This is an optimization exercise on Yosys and OpenROAD, whose aim is small area and a short achievable clock period, not a production implementation. Function was checked by simulation only, so behaviour that the tests miss may differ from the original. The flow treats the clock pin as an ideal source, which a real chip does not have. Power figures rest on the tool's default switching activity, not on a simulated workload.

==> flow/design.v <==
module axi_stream_insert_header #(
    parameter DATA_WD = 128,
    parameter DATA_BYTE_WD = DATA_WD / 8
) (
    input clk,
    input rst_n,
    input valid_in,
    input [DATA_WD-1 : 0] data_in,
    input [DATA_BYTE_WD-1 : 0] keep_in,
    input last_in,
    output reg ready_in,
    output reg valid_out,
    output reg [DATA_WD-1 : 0] data_out,
    output reg [DATA_BYTE_WD-1 : 0] keep_out,
    output reg last_out,
    input ready_out,
    input valid_insert,
    input [DATA_WD-1 : 0] header_insert,
    input [DATA_BYTE_WD-1 : 0] keep_insert,
    output reg ready_insert
);
function integer clog2;
input integer n;
begin
    for (clog2 = 0; n > 0; clog2 = clog2 + 1)
        n = n >> 1;
end
endfunction
localparam BW = DATA_BYTE_WD;
localparam ZW = clog2(BW - 1);
function hz_ge;
    input [BW-1:0] keep;
    input integer k;
begin
    if (k <= 0)
        hz_ge = 1'b1;
    else if (k >= BW)
        hz_ge = 1'b0;
    else
        hz_ge = ~keep[BW-k];
end
endfunction
function [ZW-1:0] therm_zeros;
    input [BW-1:0] keep;
    integer i, m;
    reg acc;
begin
    for (i = 0; i < ZW; i = i + 1) begin
        acc = 1'b0;
        for (m = (1 << i); m < BW; m = m + (2 << i))
            acc = acc | (hz_ge(keep, m) & ~hz_ge(keep, m + (1 << i)));
        therm_zeros[i] = acc;
    end
end
endfunction
reg [DATA_WD-1:0] prev;         
reg [ZW-1:0] hz;                
reg [BW-1:0] keep_tail;         
reg pend;                       
reg rin;                        
wire start = ~rin & ~valid_out & ready_out & valid_insert & valid_in;
wire [2*DATA_WD-1:0] win0 = {prev, data_in};
wire [2*DATA_WD-1:0] win1 = hz[3] ? {win0[2*DATA_WD-1-64:0], 64'b0} : win0;
wire [2*DATA_WD-1:0] win2 = hz[2] ? {win1[2*DATA_WD-1-32:0], 32'b0} : win1;
wire [2*DATA_WD-1:0] win3 = hz[1] ? {win2[2*DATA_WD-1-16:0], 16'b0} : win2;
wire [2*DATA_WD-1:0] win4 = hz[0] ? {win3[2*DATA_WD-1-8:0], 8'b0} : win3;
wire [2*BW-1:0] kr0 = {keep_in, keep_in};
wire [2*BW-1:0] kr1 = hz[3] ? {kr0[2*BW-1-8:0], 8'b0} : kr0;
wire [2*BW-1:0] kr2 = hz[2] ? {kr1[2*BW-1-4:0], 4'b0} : kr1;
wire [2*BW-1:0] kr3 = hz[1] ? {kr2[2*BW-1-2:0], 2'b0} : kr2;
wire [2*BW-1:0] kr4 = hz[0] ? {kr3[2*BW-1-1:0], 1'b0} : kr3;
wire [BW-1:0] krot = kr4[2*BW-1:BW];
wire [BW-1:0] hmask = {BW{1'b1}} << hz;
wire spill = krot[BW-1];
always @(posedge clk or negedge rst_n) begin
    if (~rst_n) begin
        ready_in <= 1'b0;
        rin <= 1'b0;
        ready_insert <= 1'b0;
        valid_out <= 1'b0;
        pend <= 1'b0;
    end
    else begin
        ready_in <= start | (ready_in & ~last_in);
        rin <= start | (rin & ~last_in);
        ready_insert <= start;
        valid_out <= rin | pend;
        pend <= rin & last_in & spill;
    end
end
always @(posedge clk) begin
    if (~rin & ~valid_out)
        hz <= therm_zeros(keep_insert);
    prev <= rin ? data_in : header_insert;
    data_out <= win4[2*DATA_WD-1:DATA_WD];
    keep_tail <= krot & hmask;
    keep_out <= pend ? keep_tail : (krot | hmask);
    last_out <= pend | (rin & last_in & ~spill);
end
endmodule
==> flow/flow/run.sh <==
#!/bin/bash
# The standard ORFS layout (the standard.sh), with these changes made through
# ORFS's own hooks and variables:
#  - the port buffers are buf_1 cells, resized after placement (post_gp.tcl)
#  - clock tree synthesis without dummy loads, from clkbuf_8 cells
set -euo pipefail
here=$(pwd)
export BUFFER_PORTS_ARGS="-buffer_cell sky130_fd_sc_hd__buf_1"
export POST_GLOBAL_PLACE_TCL="$here/flow/post_gp.tcl"
export CTS_ARGS="-sink_clustering_enable -repair_clock_nets -dont_use_dummy_load -buf_list sky130_fd_sc_hd__clkbuf_8"
export POST_FLOORPLAN_TCL="$here/flow/post_fp.tcl"
export POST_CTS_TCL="$here/flow/post_cts.tcl"
bash standard.sh > standard_flow.log 2>&1
==> flow/flow/post_cts.tcl <==
# Push setup timing past what the 14 ns clock asks for, so that the paths that set
# the achieved period get buffered and sized like critical paths.
repair_timing -setup -setup_margin 10.0 -skip_last_gasp
detailed_placement
check_placement -verbose
==> flow/flow/post_fp.tcl <==
# Cap the fanout that repair_design leaves on any net, so that the few nets with a
# very large fanout (the byte-shift selects) get balanced buffer trees.
set_max_fanout 16 [current_design]
==> flow/flow/post_gp.tcl <==
# Give the output ports a stronger buffer than the buf_1 that buffer_ports inserted.
set out_buf sky130_fd_sc_hd__buf_2
set n 0
foreach bterm [[ord::get_db_block] getBTerms] {
  if {[$bterm getIoType] != "OUTPUT"} { continue }
  set net [$bterm getNet]
  if {$net == "NULL"} { continue }
  foreach iterm [$net getITerms] {
    if {![$iterm isOutputSignal]} { continue }
    set inst [$iterm getInst]
    if {[[$inst getMaster] getName] == "sky130_fd_sc_hd__buf_1"} {
      replace_cell [get_cells [$inst getName]] [get_lib_cells $out_buf]
      incr n
    }
  }
}
puts "post_gp.tcl: $n output buffers now $out_buf"
==> flow/standard.sh <==
#!/bin/bash
# synth_recipe.tcl (not shown) runs the flow's synth.tcl, then flattens the netlist and writes it again
# the make line also repeats each setting of config.mk as NAME=value (left out here)
make -C /OpenROAD-flow-scripts/flow DESIGN_CONFIG=/design/flow/config.mk WORK_HOME=/design/flow/orfs CLKGATE_MAP_FILE= SYNTH_SCRIPT=/design/flow/synth_recipe.tcl "${@:-finish}"
==> flow/config.mk <==
export PLATFORM = sky130hd
export DESIGN_NAME = axi_stream_insert_header
export DESIGN_NICKNAME = axi_stream_insert_header
export VERILOG_FILES = /design/flow/design.v
export SDC_FILE = /design/flow/constraint.sdc
export NUM_CORES = 4
export LEC_CHECK = 0
export CAP_MARGIN = 20
export CORE_MARGIN = 2
export CORE_UTILIZATION = 50
export SETUP_SLACK_MARGIN = 1.0
export SLEW_MARGIN = 20
==> flow/constraint.sdc <==
create_clock -name core_clock -period 14.0 [get_ports {clk}]
set_input_delay 2.8000 -clock core_clock [delete_from_list [all_inputs] [get_ports {clk}]]
set_output_delay 2.8000 -clock core_clock [all_outputs]
set_load 0.01 [all_outputs]
==> flow_metrics.tcl, run 1 <==
set metrics [dict create \
    status "finished clean" \
    period_share 0.278 \
    finalSetupViolations 0 \
    port_buffers 440 \
    ys_warn_count 1 \
    p_leak_nw 7.70 \
    vias_per_cell 6.01 \
    holdPathStages 1 \
    min-delay-start "keep_tail[15]" \
    clkPwrFrac 0.239 \
    synthFlopType "dfxtp_1" \
    postSynthCellCount 1090 \
    ys_async_sr_fraction 0.0168 \
    ios 442 \
    clock_skew_ns 0.0266 \
    synth.distinct_cells 48 \
    synth_area_um2 15800 \
    die-width_um 182 \
    p_switching_uw 817 \
    r2r_slack_ns 10.64 \
    start_util 0.505 \
    slew_headroom 0.537 \
    switching_share 0.315 \
    tightest_slew_ns 0.694 \
    power_frac_comb 0.343 \
    hold_viol_final 0 \
    avgSynthCellArea_um2 14.5 \
    drc 0 \
    die_y_um 182 \
    regToRegStartpoint "hz[3]" \
    period_needed_ns 3.89 \
    ir_worst_vdd_mv 0.0772 \
    layout-drive-gt1-share 0.432 \
    critPathMaxFanout 1 \
    core_area_um2 31400 \
    whs_endpoint "keep_out[15]" \
    fmax_mhz 257 \
    overflow 0 \
    layout_common_cells "292 x buf_1, 289 x dfxtp_1, 227 x mux4_2" \
    critPathLaunchType "flip-flop" \
    p_total_mw 2.59 \
    nets 1841 \
    ys_ff_latch 298 \
    finalWirelength_um 47300 \
    instances_no_fill 1948 \
    worst_ep_arrival_time_ns 1.09 \
    grt_max_degree 17 \
    dp_cells 1897 \
    path_delay_family "flip-flops" \
    p_int_mw 1.78 \
    ys_seq_area_frac 0.381 \
    synth_edf_count 4 \
    synthesis.nets 1384 \
    dp_hpwl_um 38400 \
    cts_tree "yes" \
    path_cells "buf_2" \
    hold_class "reg2reg" \
    grt_pass1_vias 12100 \
    pwr-share-seq 0.418 \
    cp.buffers_inverters 1 \
    ant_nets 0 \
    insertion_delay_ns 0.57 \
    grt_first_pass_wirelength_um 69900 \
    grt_use_total 0.283 \
    holdWs_ns 0.411 \
    fin_util 0.598 \
    reg2reg_depth 8 \
    cp_slowest_cell "dfxtp_1" \
    final_common_cell "buf_1" \
    dieArea_um2 33100 \
    vias 11700 \
    clkTransAtPathRegs_ns 0.05 \
    end_kind "output port" \
    fin_tns_setup_ns 0 \
    cts_num_sinks 298 \
    first_pass_iters 5 \
    cap_violations 0 \
    slew_viol_final 0 \
    power_density_nw_per_um2 138 \
    area_growth_pct 18.6 \
    antenna_found_initial 6 \
    fp-row-count 65 \
    crit_path_max_incr_delay_ns 0.36 \
    r2r_end "data_out[76]" \
    wl_per_cell_um 24.3 \
    critPathKind "reg2out" \
    grt_setup_unrepaired "no" \
    drt_iter0_markers 582 \
    critical_path_required_ns 11.20 \
]
==> routing by layer <==
| layer | vias up | part of all wire | global-route usage |
|---|---|---|---|
| met2 | 472 | 0.53 | 0.531 |
| met3 | 112 | 0.064 | 0.0598 |
| met5 | - | 0.0011 | 0 |
| li1 | 5211 | - | - |
| met1 | 5897 | 0.35 | 0.298 |
| met4 | 8 | 0.052 | 0.142 |
==> layout make-up <==
type                       instances  area, um2
fill                            2680      12600
multi-input combinational        677       9180
sequential                       298       6030
timing repair buffer             506       2330
clock buffer                      50        688
tap                              402        503
inverter                          14       52.6
antenna                            1       2.50
==> state kept, by name, summed over array words and instances (netlist names) <==
name / count
data_out: 128
hz: 4
keep_out: 16
keep_tail: 16
last_out: 1
pend: 1
prev: 128
ready_in: 1
ready_insert: 1
rin: 1
valid_out: 1
==> power by group through the flow <==
| stage | Combinational, mW | Sequential (mW) | Clock, mW |
|---|---|---|---|
| floorplan | 0.537 | 1.13 | 0 |
| global placement | 0.854 | 1.10 | 0 |
| detailed placement | 0.891 | 1.10 | 0 |
| global route | 0.947 | 1.10 | 0.671 |
| finish | 0.889 | 1.08 | 0.619 |
==> cells in the mapped netlist, types with 3 or more instances <==
cell         n  area (um2)
a211oi_1     3        22.5
a21oi_1     19        95.1
a2bb2oi_1    4        35.0
and2_1       4        25.0
buf_1       10        37.5
buf_2       39         195
buf_4       17         128
buf_6        8        90.1
clkbuf_1    25        93.8
dfrtp_1      5         125
dfxtp_1    289        5790
edfxtp_1     4         120
inv_1       13        48.8
mux2_2     172        1940
mux2i_1    131        1310
mux4_2     227        5110
nand2_1     27         101
nand2b_1     4        25.0
nor2_1      24        90.1
nor3_1       6        30.0
o21a_1       8        60.1
o21ai_0      8        40.0
o21ai_1      9        45.0
o22ai_1      3        18.8
==> logic make-up after synthesis <==
kind of cell	count (synthesis)	synth area share
AND/OR/NAND/NOR	71	0.0197
buffers and inverters	115	0.0399
multiplexers	530	0.528
flip-flops	298	0.381
AO/OA/AOI/OAI	76	0.0319
==> worst max-delay path by stage <==
stage,start,end,slack (ns),depth (start not counted)
finish,data_out[82],data_out[82],10.11,1
global route,data_out[82],data_out[82],10.07,1
detailed placement,keep_in[15],last_out,9.68,5
global placement,keep_in[15],last_out,9.65,5
floorplan,keep_in[2],last_out,10.05,4
==> per-stage QoR <==
| step | setup slack (ns) | instance area [um2] |
|---|---|---|
| floorplan | 10.05 | 15800 |
| global placement | 9.65 | 17900 |
| detailed placement | 9.68 | 18100 |
| global route | 10.07 | 18800 |
| finish | 10.11 | 18800 |
==> run 2: changes to the inputs <==
--- a/flow/config.mk
+++ b/flow/config.mk
@@ -6,4 +6,5 @@
 export NUM_CORES = 4
 export LEC_CHECK = 0
+export ABC_AREA = 1
 export CAP_MARGIN = 20
 export CORE_MARGIN = 2
==> run 2 against run 1 <==
Compared with the run above:
- first-iteration DRC count rose to 5.0 times the previous value
- hold slack gained 0.016 ns
- largest cell class unchanged
- die area decreased by 1.8%
- critical path depth up 6
- register-to-register slack better by 0.04 ns
- combinational power is 18% higher
- clock-buffer cell count shrank 5
==> flow_metrics.tcl, run 2 <==
set metrics [dict create \
    fmax_mhz 242 \
    first_pass_iters 6 \
    fin_util 0.608 \
    cp_slowest_cell "o21ai_0" \
    crit_path_max_incr_delay_ns 0.64 \
    pwr-share-seq 0.395 \
    critPathKind "in2reg" \
    path_cells "buf_1 > nand2_1 > nand2_1 > o21ai_0 > o21ai_0 > nand2_1 > nand2_1" \
    synth.distinct_cells 30 \
    worst_ep_arrival_time_ns 4.54 \
    synth_area_leader_cell "dfxtp_1" \
    cap_violations 0 \
    ys_async_sr_fraction 0.0168 \
    switching_share 0.403 \
    fp-row-count 64 \
    tightest_slew_ns 1.25 \
    instances_no_fill 3361 \
    synthTopCellsByArea "dfxtp_1 37%, nand2_1 30%, nand3_1 11%" \
    antenna_found_initial 2 \
    clock_skew_ns 0.0604 \
    grt_max_degree 17 \
    cts_num_sinks 298 \
    cts_tree "yes" \
    synth_edf_count 4 \
    slew_viol_final 0 \
    clkTransAtPathRegs_ns 0.06 \
    ys_warn_count 1 \
    ir_worst_vdd_mv 0.0939 \
    synth_area_um2 15600 \
    clkPwrFrac 0.216 \
    dp_cells 3315 \
    drt_iter0_markers 2897 \
    critPathMaxFanout 3 \
    layout-drive-gt1-share 0.119 \
    synth.top_cell.area_share 0.372 \
    postSynthCellCount 2536 \
    slew_headroom 0.157 \
    grt_use_total 0.420 \
    power_density_nw_per_um2 145 \
    fin_tns_setup_ns 0 \
    end_kind "flip-flop" \
    dp_hpwl_um 59500 \
    port_buffers 440 \
    avgSynthCellArea_um2 6.13 \
    start_util 0.508 \
    critPathLaunchType "input port" \
    p_switching_mw 1.09 \
    period_needed_ns 4.13 \
    nets 3260 \
    synth.most_common_cell "nand2_1" \
    regToRegStartpoint "hz[3]" \
    layout_common_cells "1235 x nand2_1, 329 x nand3_1, 292 x buf_1" \
    cp.buffers_inverters 1 \
    vias 19100 \
    ys_ff_latch 298 \
    hold_class "reg2reg" \
    crit_top_cell "nand2_1" \
    grt_setup_unrepaired "no" \
    period_share 0.295 \
    critical_path_required_ns 14.41 \
    ios 442 \
    insertion_delay_ns 0.58 \
    grt_first_pass_wirelength_um 103000 \
    dieArea_um2 32500 \
    fill_cells 2820 \
    area_growth_pct 19.6 \
    overflow 0 \
    drc 0 \
    synthesis.nets 2830 \
    worstSetupStartpoint "data_in[126]" \
    die-width_um 180 \
    final_common_cell "nand2_1" \
    p_int_mw 1.61 \
    p_leak_nw 9.47 \
    ant_nets 0 \
    hold_viol_final 0 \
    wl_per_cell_um 21.3 \
    yosys-top-cells-count "1235 x nand2_1, 329 x nand3_1, 289 x dfxtp_1, 184 x o21ai_0, 88 x clkbuf_1" \
    synthFlopType "dfxtp_1" \
    status "finished clean" \
    min-delay-start "keep_tail[15]" \
    top_regs "data_out: 128 flops, prev: 128 flops" \
    finalWirelength_um 71400 \
    power_frac_comb 0.389 \
    core_area_um2 30600 \
    die_y_um 180 \
    vias_per_cell 5.68 \
    finalSetupViolations 0 \
    ys_seq_area_frac 0.388 \
    path_delay_family "compound AO/OA/AOI/OAI gates" \
    grt_pass1_vias 17100 \
]
-- run 2: cell count changes after synthesis, sizes merged, moves of 21 or more --
cell | previous run | this run
nor2 | 24 | 78
a21oi | 19 | 40
mux4 | 227 | 0
mux2 | 172 | 0
inv | 14 | 66
o21ai | 17 | 238
mux2i | 131 | 8
nand3 | 0 | 329
or2 | 1 | 42
nand2 | 27 | 1236
clkbuf | 25 | 89
-- run 2: per-stage QoR --
stage          hold WS (ns)  setup slack, ns  total power [mW]  instance area [um2]
5_1_grt               0.451             9.99              2.81                18600
2_1_floorplan         0.393            10.41              1.63                15600
6_report              0.427             9.87              2.70                18600
3_5_place_dp          0.405             9.51              2.09                18000
3_3_place_gp          0.394             9.52              2.05                17800
-- run 2: power by group through the flow --
| stage | logic (mW) | clock network [mW] | registers, mW |
|---|---|---|---|
| 2_1_floorplan | 0.505 | 0 | 1.12 |
| 3_5_place_dp | 1.01 | 0 | 1.08 |
| 6_report | 1.05 | 0.584 | 1.07 |
| 5_1_grt | 1.12 | 0.617 | 1.08 |
| 3_3_place_gp | 0.975 | 0 | 1.08 |
-- run 2: kinds of logic (layout without fill, tap and decap cells) --
logic type             count (synthesis)  after routing  share of synthesized area
AOI/OAI and AO/OA                    289            289                     0.0945
buffers and inverters                242            670                     0.0666
DFF                                  298            298                      0.388
muxes                                  8              8                    0.00515
other                                  0              1                          0
and+or+nand+nor                     1699           1699                      0.446
-- run 2: layer usage --
layer | global-route usage | wire length (um) | vias up
li1 | - | - | 8899
met1 | 0.588 | 29000 | 8668
met2 | 0.641 | 30500 | 1352
met3 | 0.0655 | 8290 | 180
met4 | 0.189 | 3650 | 0
met5 | 0 | 0 | -
-- run 2: path summary, 6_finish.rpt --
kind | endpoint | slack [ns] | cells after the start
setup / recovery | data_out[22] | 9.87 | 7
hold / removal | keep_out[15] | 0.43 | 1
setup reg to reg | data_out[9] | 10.68 | 14
hold reg to reg | keep_out[15] | 0.43 | 1
max in group asynchronous | pend | 11.62 | 1
min in group asynchronous | ready_insert | 2.11 | 1
-- run 2: layout make-up --
class | count | area, um2 | area share
clock buffer | 45 | 619 | 0.0333
inverter | 69 | 259 | 0.0139
timing repair buffer | 556 | 2710 | 0.146
sequential | 298 | 6030 | 0.324
antenna | 1 | 2.50 | 0.000135
tap | 396 | 495 | 0.0266
multi-input combinational | 1996 | 8490 | 0.456
-- run 2: worst register-to-register path, delay by kind of cell (launching register included) --
kind | cells | cell delay, ns
buffers and inverters | 7 | 1.41
and+or+nand+nor | 6 | 0.89
AOI/OAI and AO/OA | 1 | 0.30
DFF | 1 | 0.60
==> run 3: changes to the inputs <==
--- a/flow/design.v
+++ b/flow/design.v
@@ -56,5 +56,4 @@
 reg [DATA_WD-1:0] prev;         
 reg [ZW-1:0] hz;                
-reg [BW-1:0] keep_tail;         
 reg pend;                       
 reg rin;                        
@@ -65,12 +64,52 @@
 wire [2*DATA_WD-1:0] win3 = hz[1] ? {win2[2*DATA_WD-1-16:0], 16'b0} : win2;
 wire [2*DATA_WD-1:0] win4 = hz[0] ? {win3[2*DATA_WD-1-8:0], 8'b0} : win3;
-wire [2*BW-1:0] kr0 = {keep_in, keep_in};
-wire [2*BW-1:0] kr1 = hz[3] ? {kr0[2*BW-1-8:0], 8'b0} : kr0;
-wire [2*BW-1:0] kr2 = hz[2] ? {kr1[2*BW-1-4:0], 4'b0} : kr1;
-wire [2*BW-1:0] kr3 = hz[1] ? {kr2[2*BW-1-2:0], 2'b0} : kr2;
-wire [2*BW-1:0] kr4 = hz[0] ? {kr3[2*BW-1-1:0], 1'b0} : kr3;
-wire [BW-1:0] krot = kr4[2*BW-1:BW];
-wire [BW-1:0] hmask = {BW{1'b1}} << hz;
-wire spill = krot[BW-1];
+wire [BW-1:0] kin = {1'b1, keep_in[BW-2:0]};
+wire [BW:0] hz_at;
+genvar g;
+generate
+    for (g = 0; g <= BW; g = g + 1) begin : g_hz_at
+        assign hz_at[g] = (hz >= g);
+    end
+endgenerate
+function fz_ge;
+    input [BW-1:0] keep;
+    input integer m;
+begin
+    if (m <= 0)
+        fz_ge = 1'b1;
+    else if (m >= BW)
+        fz_ge = 1'b0;
+    else
+        fz_ge = ~keep[m-1];
+end
+endfunction
+function [ZW-1:0] fz_of;
+    input [BW-1:0] keep;
+    integer i, m;
+    reg acc;
+begin
+    for (i = 0; i < ZW; i = i + 1) begin
+        acc = 1'b0;
+        for (m = (1 << i); m < BW; m = m + (2 << i))
+            acc = acc | (fz_ge(keep, m) & ~fz_ge(keep, m + (1 << i)));
+        fz_of[i] = acc;
+    end
+end
+endfunction
+reg [ZW-1:0] fzd;               
+wire [ZW-1:0] tz = hz + fzd;    
+reg [BW-1:0] keep_cur;
+reg spill;
+integer b, k;
+always @(*) begin
+    for (b = 0; b < BW; b = b + 1) begin
+        keep_cur[b] = 1'b1;
+        for (k = b + 1; k < BW; k = k + 1)
+            keep_cur[b] = keep_cur[b] & (~hz_at[k] | kin[b+BW-k]);
+    end
+    spill = 1'b1;
+    for (k = 1; k < BW; k = k + 1)
+        spill = spill & (~hz_at[k] | kin[BW-1-k]);
+end
 always @(posedge clk or negedge rst_n) begin
     if (~rst_n) begin
@@ -94,6 +133,6 @@
     prev <= rin ? data_in : header_insert;
     data_out <= win4[2*DATA_WD-1:DATA_WD];
-    keep_tail <= krot & hmask;
-    keep_out <= pend ? keep_tail : (krot | hmask);
+    fzd <= fz_of(keep_in);
+    keep_out <= pend ? ({BW{1'b1}} << tz) : keep_cur;
     last_out <= pend | (rin & last_in & ~spill);
 end
--- a/flow/flow/run.sh
+++ b/flow/flow/run.sh
@@ -8,6 +8,5 @@
 export BUFFER_PORTS_ARGS="-buffer_cell sky130_fd_sc_hd__buf_1"
 export POST_GLOBAL_PLACE_TCL="$here/flow/post_gp.tcl"
-export CTS_ARGS="-sink_clustering_enable -repair_clock_nets -dont_use_dummy_load -buf_list sky130_fd_sc_hd__clkbuf_8"
-export POST_FLOORPLAN_TCL="$here/flow/post_fp.tcl"
+export CTS_ARGS="-sink_clustering_enable -repair_clock_nets -dont_use_dummy_load -buf_list sky130_fd_sc_hd__clkbuf_8 -sink_clustering_size 16 -sink_clustering_max_diameter 60"
 export POST_CTS_TCL="$here/flow/post_cts.tcl"
 bash standard.sh > standard_flow.log 2>&1
--- a/flow/config.mk
+++ b/flow/config.mk
@@ -6,5 +6,4 @@
 export NUM_CORES = 4
 export LEC_CHECK = 0
-export ABC_AREA = 1
 export CAP_MARGIN = 20
 export CORE_MARGIN = 2
removed: flow/flow/post_fp.tcl
==> run 3 against run 2 <==
Compared with the run above:
- routed wire length is 30% lower
- clock skew decreased by 0.013 ns
- sequential share of layout area up 0.25 points
- sequential power shrank 6%
- power decreased by 17%
- largest cell class unchanged
- largest power group unchanged
- highest routed layer is now met5
==> flow_metrics.tcl, run 3 <==
set metrics [dict create \
    status "finished clean" \
    slew_viol_final 0 \
    synth.most_common_cell "dfxtp_1" \
    pwr-share-seq 0.448 \
    grtUsageMet3 0.0788 \
    finalWirelength_um 49700 \
    wl_per_cell_um 24.8 \
    fmax_mhz 251 \
    die_y_um 180 \
    whs_endpoint "ready_in" \
    p_int_mw 1.50 \
    finalSetupViolations 0 \
    synth.top_cell.area_share 0.358 \
    port_buffers 438 \
    drc 0 \
    busiest_layer "met1" \
    dp_cells 1965 \
    synth_top_family_by_area "multiplexers" \
    dieArea_um2 32300 \
    fin_tns_setup_ns 0 \
    met2_usage 0.417 \
    nets 1898 \
    power_frac_comb 0.349 \
    synth_compound_area_frac 0.0913 \
    end_kind "flip-flop" \
    ys_warn_count 1 \
    cts_num_sinks 285 \
    tightest_slew_ns 0.967 \
    fill_cells 2669 \
    synth_edf_count 4 \
    crit_top_cell "o21ai_0" \
    regArea_um2 5770 \
    switching_share 0.334 \
    antenna_found_initial 10 \
    critPathMaxFanout 10 \
    preCtsSetupSlack_ns 9.46 \
    insertion_delay_ns 0.60 \
    synth.distinct_cells 62 \
    instances_no_fill 2003 \
    postSynthCellCount 1236 \
    yosys.area_share.simple 0.0476 \
    ys_async_sr_fraction 0.0175 \
    vias_per_cell 6.16 \
    overflow 0 \
    vias 12300 \
    regToRegStartpoint "hz[2]" \
    ant_nets 0 \
    final_cell_area_um2 17700 \
    avgSynthCellArea_um2 12.5 \
    die-width_um 180 \
    clock_skew_ns 0.0471 \
    r2r_slack_ns 10.08 \
    critPathLaunchType "input port" \
    grt_pass1_vias 11800 \
    placed_area_um2 17200 \
    clkPwrFrac 0.203 \
    period_share 0.284 \
    core_area_um2 30500 \
    path_delay_family "compound AO/OA/AOI/OAI gates" \
    critical_path_required_ns 14.47 \
    reg2reg_depth 8 \
    critPathKind "in2reg" \
    cp_slowest_cell "nor4_2" \
    synthMuxAreaShare 0.434 \
    top_regs "data_out: 128 flops, prev: 128 flops, keep_out: 15 flops" \
    holdPathStages 2 \
    grt_max_degree 140 \
    synthesis.nets 1534 \
    cp.buffers_inverters 2 \
    cts_tree "yes" \
    hold_class "reg2reg" \
    start_util 0.506 \
    timing.final.ws_setup_ns 10.02 \
    min-delay-start "ready_in" \
    path_cells "buf_1 > inv_1 > o21ai_0 > o2111ai_1 > a22o_1 > nor4_2 > o21ai_0" \
    area_growth_pct 14.6 \
    ys_seq_area_frac 0.374 \
    crit_path_max_incr_delay_ns 0.36 \
    yosys-top-cells-count "276 x dfxtp_1, 200 x mux4_2, 138 x mux2_2, 103 x a21oi_1, 72 x nor2_1" \
    first_pass_iters 5 \
    synth_area_um2 15400 \
    dp_hpwl_um 37900 \
    synth_area_leader_cell "dfxtp_1" \
    ir_worst_vdd_mv 0.0817 \
    multi_input_area_um2 8940 \
    grt_setup_unrepaired "no" \
    layout_common_cells "291 x buf_1, 276 x dfxtp_1, 200 x mux4_2" \
    cap_violations 0 \
    synth_xor_area_frac 0.00170 \
    r2r_end "data_out[119]" \
    ios 442 \
    hold_viol_final 0 \
    drt_iter0_markers 1125 \
    ys_ff_latch 285 \
    layout-drive-gt1-share 0.335 \
    synthFlopType "dfxtp_1" \
    synthTopCellsByArea "dfxtp_1 36%, mux4_2 29%, mux2_2 10%" \
    use_met1 0.472 \
    slew_headroom 0.355 \
    fp-row-count 64 \
    period_needed_ns 3.98 \
    grt_use_total 0.304 \
    p_leak_nw 6.79 \
    power_density_nw_per_um2 127 \
    worst_ep_arrival_time_ns 4.46 \
    clkTransAtPathRegs_ns 0.10 \
    final_common_cell "buf_1" \
    p_switching_uw 752 \
    grt_first_pass_wirelength_um 75200 \
    synthAdderAreaFrac 0.00438 \
]
[run 3: per-layer routing]
layer	vias to the layer above	part of all wire	routed length [um]
met1	6073	0.45	22500
met2	689	0.42	20700
li1	5489	-	-
met4	2	0.029	1460
met3	83	0.10	5010
met5	-	0.00032	16
[run 3: worst max path at each step]
stage | startpoint | to | slack, ns | cells past startpoint
final | keep_in[10] | last_out | 10.02 | 7
after global routing | hz[2] | data_out[104] | 9.75 | 9
after detailed placement | keep_in[10] | last_out | 9.46 | 7
after global placement | keep_in[10] | last_out | 9.43 | 7
after floorplan | keep_in[10] | last_out | 9.92 | 7
[run 3: area by class of cell]
cell class	count	share of cell area
Multi-Input combinational cell	810	0.506
Antenna cell	9	0.00127
Timing Repair Buffer	450	0.110
Inverter	24	0.00524
Clock buffer	29	0.0226
Sequential cell	285	0.327
Tap cell	396	0.0280
[run 3: kinds of logic (layout without fill, tap and decap cells)]
group,after synthesis,in the layout
XOR/XNOR,3,3
AO/OA/AOI/OAI,233,233
other,1,10
buffers and inverters,141,503
flip-flops,285,285
adder cells (fa/ha/maj),5,5
multiplexers,400,400
AND/OR/NAND/NOR,168,168
[run 3: metrics by stage]
step                      hold slack (ns)  power (mW)   util
after global routing                0.570        2.36  0.579
after floorplan                     0.543        1.52      -
final                               0.525        2.25  0.579
after detailed placement            0.514        1.80  0.565
after global placement              0.511        1.77  0.559
[run 3: power by group through the flow]
stage	clock [mW]	sequential [mW]	combinational (mW)
final	0.457	1.01	0.787
after global routing	0.497	1.02	0.839
after detailed placement	0	1.03	0.776
after global placement	0	1.03	0.744
after floorplan	0	1.05	0.466
[run 3: worst register-to-register path, delay by kind of cell (launching register included)]
kind	cells	cell delay, ns
mux	1	0.45
simple gates	1	0.06
buf+inv	3	2.15
flops	1	0.32
compound gates	3	0.80
==> run 4: changes to the inputs <==
--- a/flow/config.mk
+++ b/flow/config.mk
@@ -8,5 +8,5 @@
 export CAP_MARGIN = 20
 export CORE_MARGIN = 2
-export CORE_UTILIZATION = 50
+export CORE_UTILIZATION = 70
 export SETUP_SLACK_MARGIN = 1.0
 export SLEW_MARGIN = 20
==> run 4 against run 3 <==
Compared with the run above:
- still clean on timing, DRC and antenna
- hold slack gained 0.024 ns
- synthesized cell count is the same
- first-iteration DRC count grew 46%
- critical endpoint unchanged
==> flow_metrics.tcl, run 4 <==
set metrics [dict create \
    status "finished clean" \
    layout-drive-gt1-share 0.335 \
    ys_ff_latch 285 \
    layout_common_cells "288 x buf_1, 276 x dfxtp_1, 200 x mux4_2" \
    r2r_end "data_out[112]" \
    wl_per_cell_um 25.6 \
    overflow 0 \
    synth.distinct_cells 62 \
    synthesis.nets 1534 \
    synthTopCellsByArea "dfxtp_1 36%, mux4_2 29%, mux2_2 10%" \
    synth_area_leader_cell "dfxtp_1" \
    slew_viol_final 0 \
    cts_tree "yes" \
    power_density_nw_per_um2 127 \
    grt_max_degree 91 \
    ys_async_sr_fraction 0.0175 \
    critPathLaunchType "input port" \
    clock_skew_ns 0.0247 \
    tightest_slew_ns 1.04 \
    grt_use_total 0.405 \
    reg2reg_depth 8 \
    antenna_found_initial 8 \
    grt_setup_unrepaired "no" \
    hold_class "reg2reg" \
    worst_ep_arrival_time_ns 4.52 \
    ir_worst_vdd_mv 0.0813 \
    die_y_um 152 \
    core_area_um2 21800 \
    r2r_slack_ns 9.92 \
    grt_first_pass_wirelength_um 72100 \
    p_total_mw 2.21 \
    cts_num_sinks 285 \
    vias_per_cell 6.88 \
    critPathMaxFanout 14 \
    finalWirelength_um 48200 \
    area_growth_pct 13.0 \
    start_util 0.709 \
    synth_edf_count 4 \
    period_share 0.292 \
    synth_area_um2 15400 \
    yosys-top-cells-count "276 x dfxtp_1, 200 x mux4_2, 138 x mux2_2, 103 x a21oi_1, 72 x nor2_1" \
    critPathKind "in2reg" \
    cap_violations 0 \
    port_buffers 438 \
    die-width_um 152 \
    finalSetupViolations 0 \
    first_pass_iters 6 \
    ys_seq_area_frac 0.374 \
    fin_tns_setup_ns 0 \
    dp_hpwl_um 36500 \
    regToRegStartpoint "hz[2]" \
    nets 1894 \
    insertion_delay_ns 0.58 \
    hold_viol_final 0 \
    avgSynthCellArea_um2 12.5 \
    postSynthCellCount 1236 \
    worstSetupStartpoint "keep_in[11]" \
    vias 13000 \
    ys_warn_count 1 \
    period_needed_ns 4.09 \
    drt_iter0_markers 1641 \
    final_common_cell "buf_1" \
    holdPathStages 2 \
    grt_pass1_vias 12300 \
    timing.final.ws_setup_ns 9.91 \
    end_kind "flip-flop" \
    synth.top_cell.area_share 0.358 \
    slew_headroom 0.305 \
    preCtsSetupSlack_ns 9.32 \
    synth.most_common_cell "dfxtp_1" \
    drc 0 \
    ant_nets 0 \
    holdWs_ns 0.549 \
    fp-row-count 54 \
    worstSetupEndpoint "last_out" \
    p_leak_nw 6.75 \
    clkTransAtPathRegs_ns 0.08 \
    fmax_mhz 244 \
    top_regs "data_out: 128 flops, prev: 128 flops, keep_out: 15 flops" \
    critical_path_required_ns 14.43 \
    synthFlopType "dfxtp_1" \
    dieArea_um2 23200 \
    ios 442 \
]
[run 4: worst max-delay path, cell delays in order]
cell	delay [ns]
buf_1	0.52
nand2_1	0.23
nor3_1	0.26
o22ai_1	0.14
nor4_2	0.41
o21ai_0	0.16
[run 4: worst min-delay path by stage]
| stage | start | to |
|---|---|---|
| finish | ready_in | ready_in |
| global route | ready_in | ready_in |
| detailed placement | ready_in | ready_in |
| global placement | ready_in | ready_in |
| floorplan | pend | keep_out[7] |
[run 4: stage by stage]
step / std cells / area (um2) / utilization
global route: 1881 / 17400 / 0.802
finish: 1882 / 17400 / 0.802
detailed placement: 1851 / 17100 / 0.786
floorplan: 1236 / 15400 / -
global placement: 1851 / 16900 / 0.777
[run 4: cells by family after synthesis]
logic type,count (synthesis),synth area share
other,1,0.000243
muxes,400,0.434
adders and majority gates,5,0.00438
and+or+nand+nor,168,0.0476
DFF,285,0.374
AOI/OAI and AO/OA,233,0.0913
buffers and inverters,141,0.0463
xor gates and xnor gates,3,0.00170
[run 4: report_power, final]
part           switching, mW  total, mW  leakage, nW  internal [mW]
combinational          0.415      0.785         4.16          0.370
clock                  0.262      0.409        0.165          0.147
sequential            0.0664       1.01         2.43          0.947
total                  0.743       2.21         6.75           1.46
[run 4: layer usage]
layer	vias up	GRT usage	part of all wire
li1	5479	-	-
met1	6281	0.572	0.36
met2	1057	0.594	0.44
met3	131	0.140	0.15
met4	2	0.142	0.042
met5	-	0	0.0015
[run 4: area by class of cell]
type | count | area [um2]
diodes | 8 | 20.0
clock buffers | 23 | 317
fillers | 1376 | 4320
inverters | 24 | 91.3
multi-input cells | 810 | 8940
flip-flops and latches | 285 | 5770
well taps | 280 | 350
repair buffers | 452 | 1950
==> run 5: changes to the inputs <==
==> flow/flow/run.sh (replaced) <==
#!/bin/bash
# The standard ORFS layout (the standard.sh), with these changes made through
# ORFS's own hooks and variables:
#  - the port buffers are buf_1 cells; the output ones become buf_2 after global
#    placement (post_gp.tcl)
#  - clock tree synthesis without dummy loads, from clkbuf_8 cells in larger clusters
#  - repair_timing after CTS and after global routing aims at a setup slack of
#    FLOW_FLOW_MARGIN ns (margin.tcl)
set -euo pipefail
here=$(pwd)
export FLOW_FLOW_MARGIN=10.2
export BUFFER_PORTS_ARGS="-buffer_cell sky130_fd_sc_hd__buf_1"
export POST_GLOBAL_PLACE_TCL="$here/flow/post_gp.tcl"
export CTS_ARGS="-sink_clustering_enable -repair_clock_nets -dont_use_dummy_load -buf_list sky130_fd_sc_hd__clkbuf_8 -sink_clustering_size 16 -sink_clustering_max_diameter 60"
export PRE_CTS_TCL="$here/flow/margin.tcl"
export PRE_GLOBAL_ROUTE_TCL="$here/flow/margin.tcl"
bash standard.sh > standard_flow.log 2>&1
==> flow/flow/margin.tcl (new file) <==
# Have this step's repair_timing aim at a setup slack of FLOW_FLOW_MARGIN ns
# instead of the configured margin, so that the paths that set the achieved
# period get sized and buffered as critical paths.
set ::env(SETUP_SLACK_MARGIN) $::env(FLOW_FLOW_MARGIN)
--- a/flow/config.mk
+++ b/flow/config.mk
@@ -8,5 +8,5 @@
 export CAP_MARGIN = 20
 export CORE_MARGIN = 2
-export CORE_UTILIZATION = 70
+export CORE_UTILIZATION = 50
 export SETUP_SLACK_MARGIN = 1.0
 export SLEW_MARGIN = 20
removed: flow/flow/post_cts.tcl
==> run 5 against run 4 <==
Compared with the run above:
- core utilization down 20 points
- clock power up 12%
- critical path depth down 5
- die area up 39%
- non-clock buffer count shrank 2
- power up 7.3%
- clock skew is 0.022 ns higher
==> flow_metrics.tcl, run 5 <==
set metrics [dict create \
    slew_viol_final 0 \
    hold_viol_final 0 \
    synth.distinct_cells 62 \
    final_common_cell "buf_1" \
    r2r_end "data_out[104]" \
    synthFlopType "dfxtp_1" \
    synth_area_leader_cell "dfxtp_1" \
    end_kind "output port" \
    vias_per_cell 6.16 \
    yosys-top-cells-count "276 x dfxtp_1, 200 x mux4_2, 138 x mux2_2, 103 x a21oi_1, 72 x nor2_1" \
    first_pass_iters 5 \
    hold_buffers 0 \
    critical_path_required_ns 11.20 \
    cap_violations 0 \
    drt_iter0_markers 1142 \
    wl_per_cell_um 25.1 \
    synth.most_common_cell "dfxtp_1" \
    critPathLaunchType "flip-flop" \
    vias 12300 \
    synth_area_um2 15400 \
    avgSynthCellArea_um2 12.5 \
    clkTransAtPathRegs_ns 0.10 \
    cts_tree "yes" \
    hold_class "reg2reg" \
    ant_nets 0 \
    grt_use_total 0.306 \
    worst_ep_arrival_time_ns 1.14 \
    layout-drive-gt1-share 0.407 \
    synthesis.nets 1534 \
    area_growth_pct 19.8 \
    overflow 0 \
    die-width_um 180 \
    port_buffers 438 \
    holdPathStages 2 \
    grt_first_pass_wirelength_um 75700 \
    drc 0 \
    fp-row-count 64 \
    path_cells "buf_2" \
    insertion_delay_ns 0.61 \
    clock_skew_ns 0.0464 \
    cp_slowest_cell "dfrtp_1" \
    fmax_mhz 254 \
    top_regs "data_out: 128 flops, prev: 128 flops, keep_out: 15 flops" \
    cts_resized 189 \
    status "finished clean" \
    regToRegStartpoint "hz[2]" \
    postCtsSetupBuffers 0 \
    reg2reg_depth 8 \
    dp_hpwl_um 37900 \
    synth_edf_count 4 \
    synthTopCellsByArea "dfxtp_1 36%, mux4_2 29%, mux2_2 10%" \
    fin_tns_setup_ns 0 \
    ys_ff_latch 285 \
    core_area_um2 30500 \
    grt_setup_unrepaired "yes" \
    ys_warn_count 1 \
    tightest_slew_ns 0.975 \
    power_density_nw_per_um2 128 \
    whs_endpoint "ready_in" \
    cp.buffers_inverters 1 \
    finalSetupViolations 0 \
    ys_async_sr_fraction 0.0175 \
    synth.top_cell.area_share 0.358 \
    critPathKind "reg2out" \
    period_needed_ns 3.94 \
    critPathMaxFanout 2 \
    start_util 0.506 \
    grt_pass1_vias 11900 \
    min-delay-start "ready_in" \
    cts_buffers 29 \
    dieArea_um2 32300 \
    placed_area_um2 17200 \
    ys_seq_area_frac 0.374 \
    r2r_slack_ns 10.55 \
    path_delay_family "flip-flops" \
    postSynthCellCount 1236 \
    period_share 0.282 \
    antenna_found_initial 7 \
    nets 1898 \
    layout_common_cells "282 x buf_1, 200 x mux4_2, 172 x dfxtp_1" \
    finalWirelength_um 50200 \
    slew_headroom 0.350 \
    grt_max_degree 140 \
    ir_worst_vdd_mv 0.0813 \
    ios 442 \
    p_leak_nw 7.05 \
    crit_path_max_incr_delay_ns 0.39 \
    cts_num_sinks 285 \
    final_cell_area_um2 18500 \
    die_y_um 180 \
]
run 5: cell counts after synthesis:
No cell type changed its count.
run 5: final cells by class:
cell class / instances / area [um2]
Tap cell: 396 / 495
Antenna cell: 7 / 17.5
Inverter: 24 / 92.6
Fill cell: 2576 / 12000
Multi-Input combinational cell: 810 / 8950
Timing Repair Buffer: 450 / 2620
Clock buffer: 29 / 399
Sequential cell: 285 / 5910
run 5: cell families after synthesis:
kind of cell / Yosys count / synth area share
AOI/OAI and AO/OA: 233 / 0.0913
muxes: 400 / 0.434
DFF: 285 / 0.374
xor gates and xnor gates: 3 / 0.00170
and+or+nand+nor: 168 / 0.0476
other: 1 / 0.000243
buffers and inverters: 141 / 0.0463
adders and majority gates: 5 / 0.00438
run 5: worst reg2reg max path: cells and delay by family, from the launching register on:
kind                   cells  cell delay, ns
AOI/OAI and AO/OA          2            0.69
DFF                        1            0.34
buffers and inverters      3            1.62
and+or+nand+nor            1            0.09
muxes                      2            0.57
run 5: stage by stage:
| stage | hold slack (ns) | worst slack (ns) | utilization | std cells | total power [mW] |
|---|---|---|---|---|---|
| floorplan | 0.543 | 9.92 | - | 1236 | 1.52 |
| global placement | 0.511 | 9.43 | 0.559 | 1965 | 1.77 |
| detailed placement | 0.514 | 9.46 | 0.565 | 1965 | 1.80 |
| CTS | 0.531 | 10.03 | 0.599 | 1994 | 2.34 |
| global route | 0.570 | 10.01 | 0.606 | 1998 | 2.47 |
| finish | 0.525 | 10.06 | 0.606 | 2001 | 2.37 |
run 5: worst max path at each step:
stage | startpoint | end | slack, ns | cells after the start
3_3_place_gp | keep_in[10] | last_out | 9.43 | 7
2_1_floorplan | keep_in[10] | last_out | 9.92 | 7
6_report | valid_out | valid_out | 10.06 | 1
3_5_place_dp | keep_in[10] | last_out | 9.46 | 7
5_1_grt | valid_out | valid_out | 10.01 | 1
4_1_cts | valid_out | valid_out | 10.03 | 1
run 5: report_power, final:
part	total, mW	internal (mW)	switching (mW)
Combinational	0.869	0.450	0.420
Sequential	1.04	0.963	0.0778
Clock	0.458	0.183	0.275
Total	2.37	1.60	0.773
run 5: per-layer routing:
metal  vias up  wire, um  track usage  share of wire
li1       5492         -            -              -
met1      6088     23200        0.483           0.46
met2       672     21100        0.423           0.42
met3        75      4380       0.0602          0.087
met4         2      1460       0.0862          0.029
met5         -        16            0        0.00032
==> run 6: changes to the inputs <==
--- a/flow/flow/run.sh
+++ b/flow/flow/run.sh
@@ -9,5 +9,5 @@
 set -euo pipefail
 here=$(pwd)
-export FLOW_FLOW_MARGIN=10.2
+export FLOW_FLOW_MARGIN=10.1
 export BUFFER_PORTS_ARGS="-buffer_cell sky130_fd_sc_hd__buf_1"
 export POST_GLOBAL_PLACE_TCL="$here/flow/post_gp.tcl"
==> run 6 against run 5 <==
Compared with the run above:
- still clean
- synthesized area stayed put
- hold slack worse by 0.00057 ns
- critical endpoint unchanged
- register-to-register slack worse by 0.10 ns
- routed wire length is 0.67% lower
- highest routed layer unchanged
==> flow_metrics.tcl, run 6 <==
set metrics [dict create \
    status "finished clean" \
    crit_path_max_incr_delay_ns 0.39 \
    drc 0 \
    antenna_found_initial 10 \
    ys_seq_area_frac 0.374 \
    clkTransAtPathRegs_ns 0.10 \
    start_util 0.506 \
    grtUsageMet3 0.0758 \
    critical_path_required_ns 11.20 \
    synth_area_um2 15400 \
    fin_util 0.588 \
    holdWs_ns 0.525 \
    synthAdderAreaFrac 0.00438 \
    hold_class "reg2reg" \
    dp_hpwl_um 37900 \
    synth_area_leader_cell "dfxtp_1" \
    path_cells "buf_2" \
    synthesis.nets 1534 \
    synth.top_cell.area_share 0.358 \
    end_kind "output port" \
    synth.most_common_cell "dfxtp_1" \
    overflow 0 \
    fill_cells 2640 \
    first_pass_iters 5 \
    timing.final.ws_setup_ns 10.06 \
    period_share 0.281 \
    postSynthCellCount 1236 \
    cp_slowest_cell "dfrtp_1" \
    yosys.area_share.simple 0.0476 \
    insertion_delay_ns 0.60 \
    reg2reg_depth 8 \
    met2_usage 0.418 \
    pwr-share-seq 0.446 \
    grt_max_degree 140 \
    cts_buffers 29 \
    ys_ff_latch 285 \
    worst_ep_arrival_time_ns 1.14 \
    synthFlopType "dfxtp_1" \
    ios 442 \
    critPathMaxFanout 2 \
    nets 1898 \
    layout-drive-gt1-share 0.365 \
    critical_path_depth 1 \
    p_int_mw 1.53 \
    yosys-top-cells-count "276 x dfxtp_1, 200 x mux4_2, 138 x mux2_2, 103 x a21oi_1, 72 x nor2_1" \
    slew_viol_final 0 \
    p_leak_nw 6.88 \
    fin_tns_setup_ns 0 \
    layout_common_cells "286 x buf_1, 233 x dfxtp_1, 200 x mux4_2" \
    tightest_slew_ns 0.972 \
    die_y_um 180 \
    cp.buffers_inverters 1 \
    final_common_cell "buf_1" \
    area_growth_pct 16.3 \
    grt_setup_unrepaired "yes" \
    synth_edf_count 4 \
    p_switching_uw 756 \
    period_needed_ns 3.94 \
    die-width_um 180 \
    core_area_um2 30500 \
    finalWirelength_um 49900 \
    synth_compound_area_frac 0.0913 \
    critPathKind "reg2out" \
    slew_headroom 0.352 \
    synth_xor_area_frac 0.00170 \
    avgSynthCellArea_um2 12.5 \
    switching_share 0.331 \
    wl_per_cell_um 24.9 \
    port_buffers 438 \
    vias 12400 \
    use_met1 0.473 \
    holdPathStages 2 \
    synth.distinct_cells 62 \
    hold_buffers 0 \
    synthMuxAreaShare 0.434 \
    path_delay_family "flip-flops" \
    preCtsSetupSlack_ns 9.46 \
    vias_per_cell 6.17 \
    cts_tree "yes" \
    grt_pass1_vias 11800 \
    power_density_nw_per_um2 128 \
    cap_violations 0 \
    critPathLaunchType "flip-flop" \
    ys_async_sr_fraction 0.0175 \
    cts_num_sinks 285 \
    drt_iter0_markers 1070 \
    multi_input_area_um2 8940 \
    top_regs "data_out: 128 flops, prev: 128 flops, keep_out: 15 flops" \
    ant_nets 0 \
    regArea_um2 5830 \
    fp-row-count 64 \
    postCtsSetupBuffers 0 \
    ir_worst_vdd_mv 0.0815 \
    clock_skew_ns 0.0450 \
    power_frac_comb 0.355 \
    hold_viol_final 0 \
    ys_warn_count 1 \
    busiest_layer "met1" \
    grt_use_total 0.304 \
    clkPwrFrac 0.199 \
    synthTopCellsByArea "dfxtp_1 36%, mux4_2 29%, mux2_2 10%" \
    synth_top_family_by_area "multiplexers" \
    fmax_mhz 254 \
    dieArea_um2 32300 \
    grt_first_pass_wirelength_um 75300 \
    finalSetupViolations 0 \
]
-- run 6: changes by cell type in the layout (fill, tap and decap cells not counted), moves of 2 or more --
| cell | previous run | this run |
|---|---|---|
| dfxtp_1 | 172 | 233 |
| buf_1 | 282 | 286 |
| diode_2 | 7 | 9 |
| buf_2 | 48 | 113 |
| buf_4 | 7 | 11 |
| dfxtp_2 | 103 | 42 |
| buf_6 | 106 | 32 |
-- run 6: layout make-up --
type	count	share of cell area
multi-input cells	810	0.498
flip-flops and latches	285	0.325
repair buffers	450	0.120
well taps	396	0.0276
clock buffers	29	0.0222
inverters	24	0.00516
diodes	9	0.00126
-- run 6: cell families after synthesis --
family	after synthesis
xor+xnor	3
other cells	1
simple gates	168
flops	285
compound gates	233
mux	400
fa+ha+maj	5
buf+inv	141
-- run 6: layer usage --
layer	vias up	routed length, um
met2	700	20800
met5	-	16
met3	92	4860
li1	5492	-
met1	6066	22700
met4	2	1510
-- run 6: stage by stage --
| step | power, mW | cell area [um2] | std cells |
|---|---|---|---|
| after global routing | 2.39 | 17900 | 2001 |
| final | 2.29 | 17900 | 2003 |
| after CTS | 2.28 | 17800 | 1994 |
| after global placement | 1.77 | 17100 | 1965 |
| after detailed placement | 1.80 | 17200 | 1965 |
| after floorplan | 1.52 | 15400 | 1236 |
-- run 6: power groups by stage --
stage	registers (mW)	clock network [mW]	logic, mW
after floorplan	1.05	0	0.466
after global placement	1.03	0	0.744
after detailed placement	1.03	0	0.776
after CTS	1.02	0.468	0.797
after global routing	1.03	0.497	0.864
final	1.02	0.456	0.813
-- run 6: repair_timing --
action                                  4_1_cts  5_1_grt
pin swaps                                     0        0
endpoints found under the setup margin      110       50
resized for setup                            62       32
-- run 6: worst paths after layout --
| path | to | start | slack, ns |
|---|---|---|---|
| max | valid_out | valid_out | 10.06 |
| min | ready_in | ready_in | 0.52 |
| max reg2reg | data_out[111] | hz[2] | 10.45 |
| min reg2reg | ready_in | ready_in | 0.52 |
| max in group asynchronous | rin | rst_n | 11.72 |
| min in group asynchronous | valid_out | rst_n | 2.03 |
==> run 7: changes to the inputs <==
--- a/flow/design.v
+++ b/flow/design.v
@@ -99,13 +99,13 @@
 reg [ZW-1:0] fzd;               
 wire [ZW-1:0] tz = hz + fzd;    
-reg [BW-1:0] keep_cur;
+wire [2*BW-1:0] kw0 = {{BW{1'b1}}, kin};
+wire [2*BW-1:0] kw1 = hz[3] ? {kw0[2*BW-1-8:0], 8'b0} : kw0;
+wire [2*BW-1:0] kw2 = hz[2] ? {kw1[2*BW-1-4:0], 4'b0} : kw1;
+wire [2*BW-1:0] kw3 = hz[1] ? {kw2[2*BW-1-2:0], 2'b0} : kw2;
+wire [2*BW-1:0] kw4 = hz[0] ? {kw3[2*BW-1-1:0], 1'b0} : kw3;
+wire [BW-1:0] keep_cur = kw4[2*BW-1:BW];
 reg spill;
-integer b, k;
+integer k;
 always @(*) begin
-    for (b = 0; b < BW; b = b + 1) begin
-        keep_cur[b] = 1'b1;
-        for (k = b + 1; k < BW; k = k + 1)
-            keep_cur[b] = keep_cur[b] & (~hz_at[k] | kin[b+BW-k]);
-    end
     spill = 1'b1;
     for (k = 1; k < BW; k = k + 1)
==> run 7 against run 6 <==
Compared with the run above:
- hold slack better by 0.043 ns
- sequential share of layout area up 0.47 points
- critical path depth unchanged
- cell count down 7.4%
- setup slack better by 0.0063 ns
- largest cell class unchanged
- largest power group unchanged
==> flow_metrics.tcl, run 7 <==
set metrics [dict create \
    status "finished clean" \
    critPathMaxFanout 2 \
    reg2reg_depth 6 \
    slew_viol_final 0 \
    vias 11400 \
    fmax_mhz 254 \
    overflow 0 \
    cts_buffers 29 \
    synthesis.nets 1375 \
    cts_tree "yes" \
    holdPathStages 2 \
    preCtsSetupSlack_ns 9.76 \
    fill_cells 2480 \
    clock_skew_ns 0.0634 \
    slew_headroom 0.336 \
    timing.final.ws_setup_ns 10.07 \
    synth.distinct_cells 56 \
    clkTransAtPathRegs_ns 0.10 \
    worst_ep_arrival_time_ns 1.13 \
    regToRegStartpoint "hz[2]" \
    ys_seq_area_frac 0.378 \
    start_util 0.511 \
    synthTopCellsByArea "dfxtp_1 36%, mux4_2 34%, mux2_2 10%" \
    postSynthCellCount 1077 \
    holdWs_ns 0.568 \
    critPathLaunchType "flip-flop" \
    layout-drive-gt1-share 0.404 \
    first_pass_iters 5 \
    antenna_found_initial 6 \
    drc 0 \
    critical_path_required_ns 11.20 \
    die_y_um 179 \
    period_share 0.281 \
    grt_first_pass_wirelength_um 69400 \
    insertion_delay_ns 0.60 \
    cap_violations 0 \
    fin_tns_setup_ns 0 \
    synth.top_cell.area_share 0.362 \
    path_delay_family "flip-flops" \
    grt_use_total 0.295 \
    synth.most_common_cell "dfxtp_1" \
    dieArea_um2 31900 \
    nets 1758 \
    finalWirelength_um 47700 \
    hold_buffers 0 \
    synth_area_leader_cell "dfxtp_1" \
    tightest_slew_ns 0.995 \
    p_leak_nw 6.78 \
    grt_setup_unrepaired "yes" \
    grt_max_degree 148 \
    whs_endpoint "ready_in" \
    vias_per_cell 6.17 \
    end_kind "output port" \
    avgSynthCellArea_um2 14.2 \
    wl_per_cell_um 25.7 \
    period_needed_ns 3.93 \
    min-delay-start "ready_in" \
    r2r_end "keep_out[4]" \
    ys_warn_count 1 \
    ir_worst_vdd_mv 0.0794 \
    layout_common_cells "291 x buf_1, 246 x dfxtp_1, 228 x mux4_2" \
    fp-row-count 63 \
    postCtsSetupBuffers 0 \
    top_regs "data_out: 128 flops, prev: 128 flops, keep_out: 15 flops" \
    drt_iter0_markers 965 \
    hold_viol_final 0 \
    crit_path_max_incr_delay_ns 0.39 \
    ys_async_sr_fraction 0.0175 \
    critPathKind "reg2out" \
    port_buffers 438 \
    cts_num_sinks 285 \
    path_cells "buf_2" \
    cp_slowest_cell "dfrtp_1" \
    die-width_um 179 \
    cp.buffers_inverters 1 \
    core_area_um2 29900 \
    hold_class "reg2reg" \
    power_density_nw_per_um2 129 \
    synthFlopType "dfxtp_1" \
    ys_ff_latch 285 \
    ant_nets 0 \
    grt_pass1_vias 10900 \
    yosys-top-cells-count "276 x dfxtp_1, 228 x mux4_2, 137 x mux2_2, 83 x mux2i_1, 41 x buf_2" \
    dp_hpwl_um 36300 \
    r2r_slack_ns 10.81 \
    area_growth_pct 15.8 \
    final_common_cell "buf_1" \
    ios 442 \
    synth_edf_count 4 \
    finalSetupViolations 0 \
    synth_area_um2 15300 \
]
-- run 7: cell count changes after synthesis, sizes merged, moves of 19 or more --
cell / before / now
nand2: 57 / 35
nor2: 72 / 27
mux2i: 56 / 83
a21oi: 103 / 36
mux4: 200 / 228
clkbuf: 45 / 23
o21ai: 47 / 28
-- run 7: through the flow --
step,power [mW],utilization,area (um2),std cells
2_1_floorplan,1.52,-,15300,1077
3_3_place_gp,1.78,0.566,16900,1819
3_5_place_dp,1.81,0.572,17100,1819
4_1_cts,2.27,0.589,17600,1848
5_1_grt,2.38,0.591,17700,1851
6_report,2.28,0.591,17700,1854
-- run 7: cell families (layout without fill, tap and decap cells) --
logic type                 Yosys count  in the layout  share of synthesized area
other                                1              7                   0.000246
and+or+nand+nor                     98             98                     0.0302
adders and majority gates            5              5                    0.00443
muxes                              448            448                      0.492
xor gates and xnor gates             3              3                    0.00172
DFF                                285            285                      0.378
AOI/OAI and AO/OA                  117            117                     0.0486
buffers and inverters              120            501                     0.0442
-- run 7: how the worst max path moves through the flow --
stage	start	to	cells after the start
2_1_floorplan	keep_in[10]	keep_out[0]	5
3_3_place_gp	keep_in[13]	last_out	6
3_5_place_dp	data_in[98]	data_out[50]	5
4_1_cts	ready_in	ready_in	1
5_1_grt	valid_out	valid_out	1
6_report	valid_out	valid_out	1
-- run 7: final cells by class --
class,count,area (um2),area share
Multi-Input combinational cell,672,8810,0.499
Sequential cell,285,5820,0.330
Timing Repair Buffer,451,2050,0.116
Tap cell,390,488,0.0276
Clock buffer,29,399,0.0226
Inverter,21,80.1,0.00453
Antenna cell,6,15.0,0.000850
-- run 7: power by group --
group / internal, mW / total [mW] / switching (mW)
sequential: 0.955 / 1.02 / 0.0635
combinational: 0.396 / 0.801 / 0.405
clock: 0.183 / 0.458 / 0.274
total: 1.53 / 2.28 / 0.743
-- run 7: timing repair --
item | 4_1_cts | 5_1_grt
setup endpoints to repair | 22 | 26
pin swaps | 0 | 0
gates resized for setup | 30 | 22
-- run 7: metal layers --
layer  wire (um)  share of wire  global-route usage
met5          27        0.00057                   0
met4         943          0.020              0.0637
met3        4620          0.097              0.0662
met2       20200           0.42               0.413
met1       22000           0.46               0.468
==> run 8: changes to the inputs <==
--- a/flow/flow/run.sh
+++ b/flow/flow/run.sh
@@ -12,5 +12,5 @@
 export BUFFER_PORTS_ARGS="-buffer_cell sky130_fd_sc_hd__buf_1"
 export POST_GLOBAL_PLACE_TCL="$here/flow/post_gp.tcl"
-export CTS_ARGS="-sink_clustering_enable -repair_clock_nets -dont_use_dummy_load -buf_list sky130_fd_sc_hd__clkbuf_8 -sink_clustering_size 16 -sink_clustering_max_diameter 60"
+export CTS_ARGS="-sink_clustering_enable -repair_clock_nets -dont_use_dummy_load -buf_list sky130_fd_sc_hd__clkbuf_8 -root_buf sky130_fd_sc_hd__clkbuf_16 -sink_clustering_size 16 -sink_clustering_max_diameter 60"
 export PRE_CTS_TCL="$here/flow/margin.tcl"
 export PRE_GLOBAL_ROUTE_TCL="$here/flow/margin.tcl"
==> run 8 against run 7 <==
Compared with the run above:
- core utilization fell by 0.34 points
- largest cell class unchanged
- register-to-register slack barely moved
- largest power group unchanged
- sequential share of layout area fell by 0.052 points
- die area did not move
- sequential power barely moved
- critical path depth did not move
- highest routed layer unchanged
- design area fell by 0.57%
==> flow_metrics.tcl, run 8 <==
set metrics [dict create \
    status "finished clean" \
    path_cells "buf_2" \
    synth.top_cell.area_share 0.362 \
    grt_max_degree 148 \
    fill_cells 2489 \
    fin_util 0.588 \
    cts_buffers 29 \
    p_total_mw 2.28 \
    timing.final.ws_setup_ns 10.14 \
    grt_first_pass_wirelength_um 69400 \
    finalWirelength_um 47700 \
    fmax_mhz 259 \
    core_area_um2 29900 \
    port_buffers 438 \
    synthTopCellsByArea "dfxtp_1 36%, mux4_2 34%, mux2_2 10%" \
    clkTransAtPathRegs_ns 0.10 \
    first_pass_iters 5 \
    multi_input_area_um2 8810 \
    tightest_slew_ns 0.998 \
    power_density_nw_per_um2 130 \
    ys_async_sr_fraction 0.0175 \
    ys_ff_latch 285 \
    ys_warn_count 1 \
    period_needed_ns 3.86 \
    finalSetupViolations 0 \
    p_leak_nw 6.77 \
    ant_nets 0 \
    hold_buffers 0 \
    synth_area_leader_cell "dfxtp_1" \
    fp-row-count 63 \
    cp.buffers_inverters 1 \
    die_y_um 179 \
    preCtsSetupSlack_ns 9.76 \
    avgSynthCellArea_um2 14.2 \
    worst_ep_arrival_time_ns 1.06 \
    holdWs_ns 0.568 \
    area_growth_pct 15.1 \
    slew_viol_final 0 \
    cp_slowest_cell "dfxtp_1" \
    overflow 0 \
    drc 0 \
    grt_setup_unrepaired "yes" \
    critPathMaxFanout 1 \
    synthesis.nets 1375 \
    period_share 0.275 \
    hold_viol_final 0 \
    critical_path_required_ns 11.20 \
    fin_tns_setup_ns 0 \
    ys_seq_area_frac 0.378 \
    insertion_delay_ns 0.52 \
    synth.most_common_cell "dfxtp_1" \
    postSynthCellCount 1077 \
    layout_common_cells "291 x buf_1, 272 x dfxtp_1, 228 x mux4_2" \
    dieArea_um2 31900 \
    nets 1758 \
    critPathLaunchType "flip-flop" \
    regArea_um2 5780 \
    layout-drive-gt1-share 0.386 \
    cap_violations 0 \
    drt_iter0_markers 942 \
    wl_per_cell_um 25.7 \
    end_kind "output port" \
    synth_edf_count 4 \
    cts_tree "yes" \
    ir_worst_vdd_mv 0.0796 \
    final_common_cell "buf_1" \
    ios 442 \
    synth.distinct_cells 56 \
    crit_path_max_incr_delay_ns 0.39 \
    clock_skew_ns 0.0658 \
    grt_use_total 0.295 \
    dp_hpwl_um 36300 \
    start_util 0.511 \
    synth_area_um2 15300 \
    cts_num_sinks 285 \
    path_delay_family "flip-flops" \
    slew_headroom 0.335 \
    vias_per_cell 6.17 \
    grt_pass1_vias 10900 \
    top_regs "data_out: 128 flops, prev: 128 flops, keep_out: 15 flops" \
    antenna_found_initial 6 \
    synthFlopType "dfxtp_1" \
    vias 11500 \
    yosys-top-cells-count "276 x dfxtp_1, 228 x mux4_2, 137 x mux2_2, 83 x mux2i_1, 41 x buf_2" \
    critPathKind "reg2out" \
    hold_class "reg2reg" \
    die-width_um 179 \
]
-- run 8: power breakdown --
part	internal (mW)	switching, mW	leakage [nW]
clock network	0.204	0.276	0.224
registers	0.951	0.0611	2.43
logic	0.384	0.405	4.11
-- run 8: per-stage QoR --
stage	area (um2)	instances
after floorplan	15300	1077
after global placement	16900	1819
after detailed placement	17100	1819
after CTS	17500	1848
after global routing	17500	1851
final	17600	1856
-- run 8: metal layers --
layer	part of all wire	GRT usage	wire length [um]
met1	0.46	0.468	21800
met2	0.42	0.413	20000
met3	0.10	0.0666	4950
met4	0.019	0.0596	919
met5	0.00050	0	24
-- run 8: cell families (layout without fill, tap and decap cells) --
group           after synthesis  count (layout)  synth area share
compound gates              117             117            0.0486
other cells                   1               9          0.000246
simple gates                 98              98            0.0302
xor+xnor                      3               3           0.00172
buf+inv                     120             501            0.0442
fa+ha+maj                     5               5           0.00443
mux                         448             448             0.492
flops                       285             285             0.378
-- run 8: worst paths after layout --
check | startpoint | endpoint | slack (ns) | depth (start not counted)
setup / recovery | data_out[30] | data_out[30] | 10.14 | 1
hold / removal | ready_in | ready_in | 0.57 | 2
setup reg to reg | hz[2] | keep_out[4] | 10.81 | 6
hold reg to reg | ready_in | ready_in | 0.57 | 2
max in group asynchronous | rst_n | rin | 11.66 | 1
min in group asynchronous | rst_n | ready_insert | 2.11 | 1
-- run 8: cell type report --
| cell class | instances | area share |
|---|---|---|
| clock buffers | 29 | 0.0247 |
| well taps | 390 | 0.0278 |
| inverters | 21 | 0.00456 |
| repair buffers | 451 | 0.111 |
| flip-flops and latches | 285 | 0.329 |
| diodes | 8 | 0.00114 |
| multi-input cells | 672 | 0.502 |
-- run 8: what timing repair did --
action / CTS / global route
gates cloned: 0 / 0
setup endpoints to repair: 4 / 1
resized for setup: 4 / 0
pin swaps: 0 / 0
setup buffers: 0 / 0

## afterwards: timing with drivers on the ports
Ports are ideal in the flow. The routed layouts listed here were re-timed in OpenROAD. Step 1 (the two cells are an assumption about what drives the block):
set clk [get_ports {clk}]
set_driving_cell -lib_cell sky130_fd_sc_hd__clkbuf_16 $clk
set_driving_cell -lib_cell sky130_fd_sc_hd__buf_2 [delete_from_list [all_inputs] $clk]
Step 2 times the ports against the registers' clock, not the clock port: input delays grow and output delays shrink by t, the midpoint of the rising clock arrivals with the driver on. Three values: no drivers, after step 1, after step 2; two values: the first two.
run | t (ns) | setup WS [ns] | worst register clock-pin slew, ns
run 1 | 0.601 | 10.111 / 10.062 / 9.616 | 0.06 / 0.06
run 2 | 0.601 | 9.866 / 9.897 / 9.295 | 0.07 / 0.07
run 3 | 0.626 | 10.017 / 9.992 / 9.413 | 0.10 / 0.10
run 4 | 0.617 | 9.910 / 9.916 / 9.313 | 0.11 / 0.11
run 5 | 0.632 | 10.059 / 10.010 / 9.657 | 0.10 / 0.10
run 6 | 0.627 | 10.062 / 10.015 / 9.542 | 0.10 / 0.10
run 7 | 0.614 | 10.069 / 10.021 / 9.720 | 0.10 / 0.10
run 8 | 0.540 | 10.144 / 10.092 / 9.739 | 0.10 / 0.10
After both steps every run listed still meets setup and hold. For run 3, which loses most, drivers alone change the setup slack by -0.025 ns; drivers and shift together by -0.604 ns.
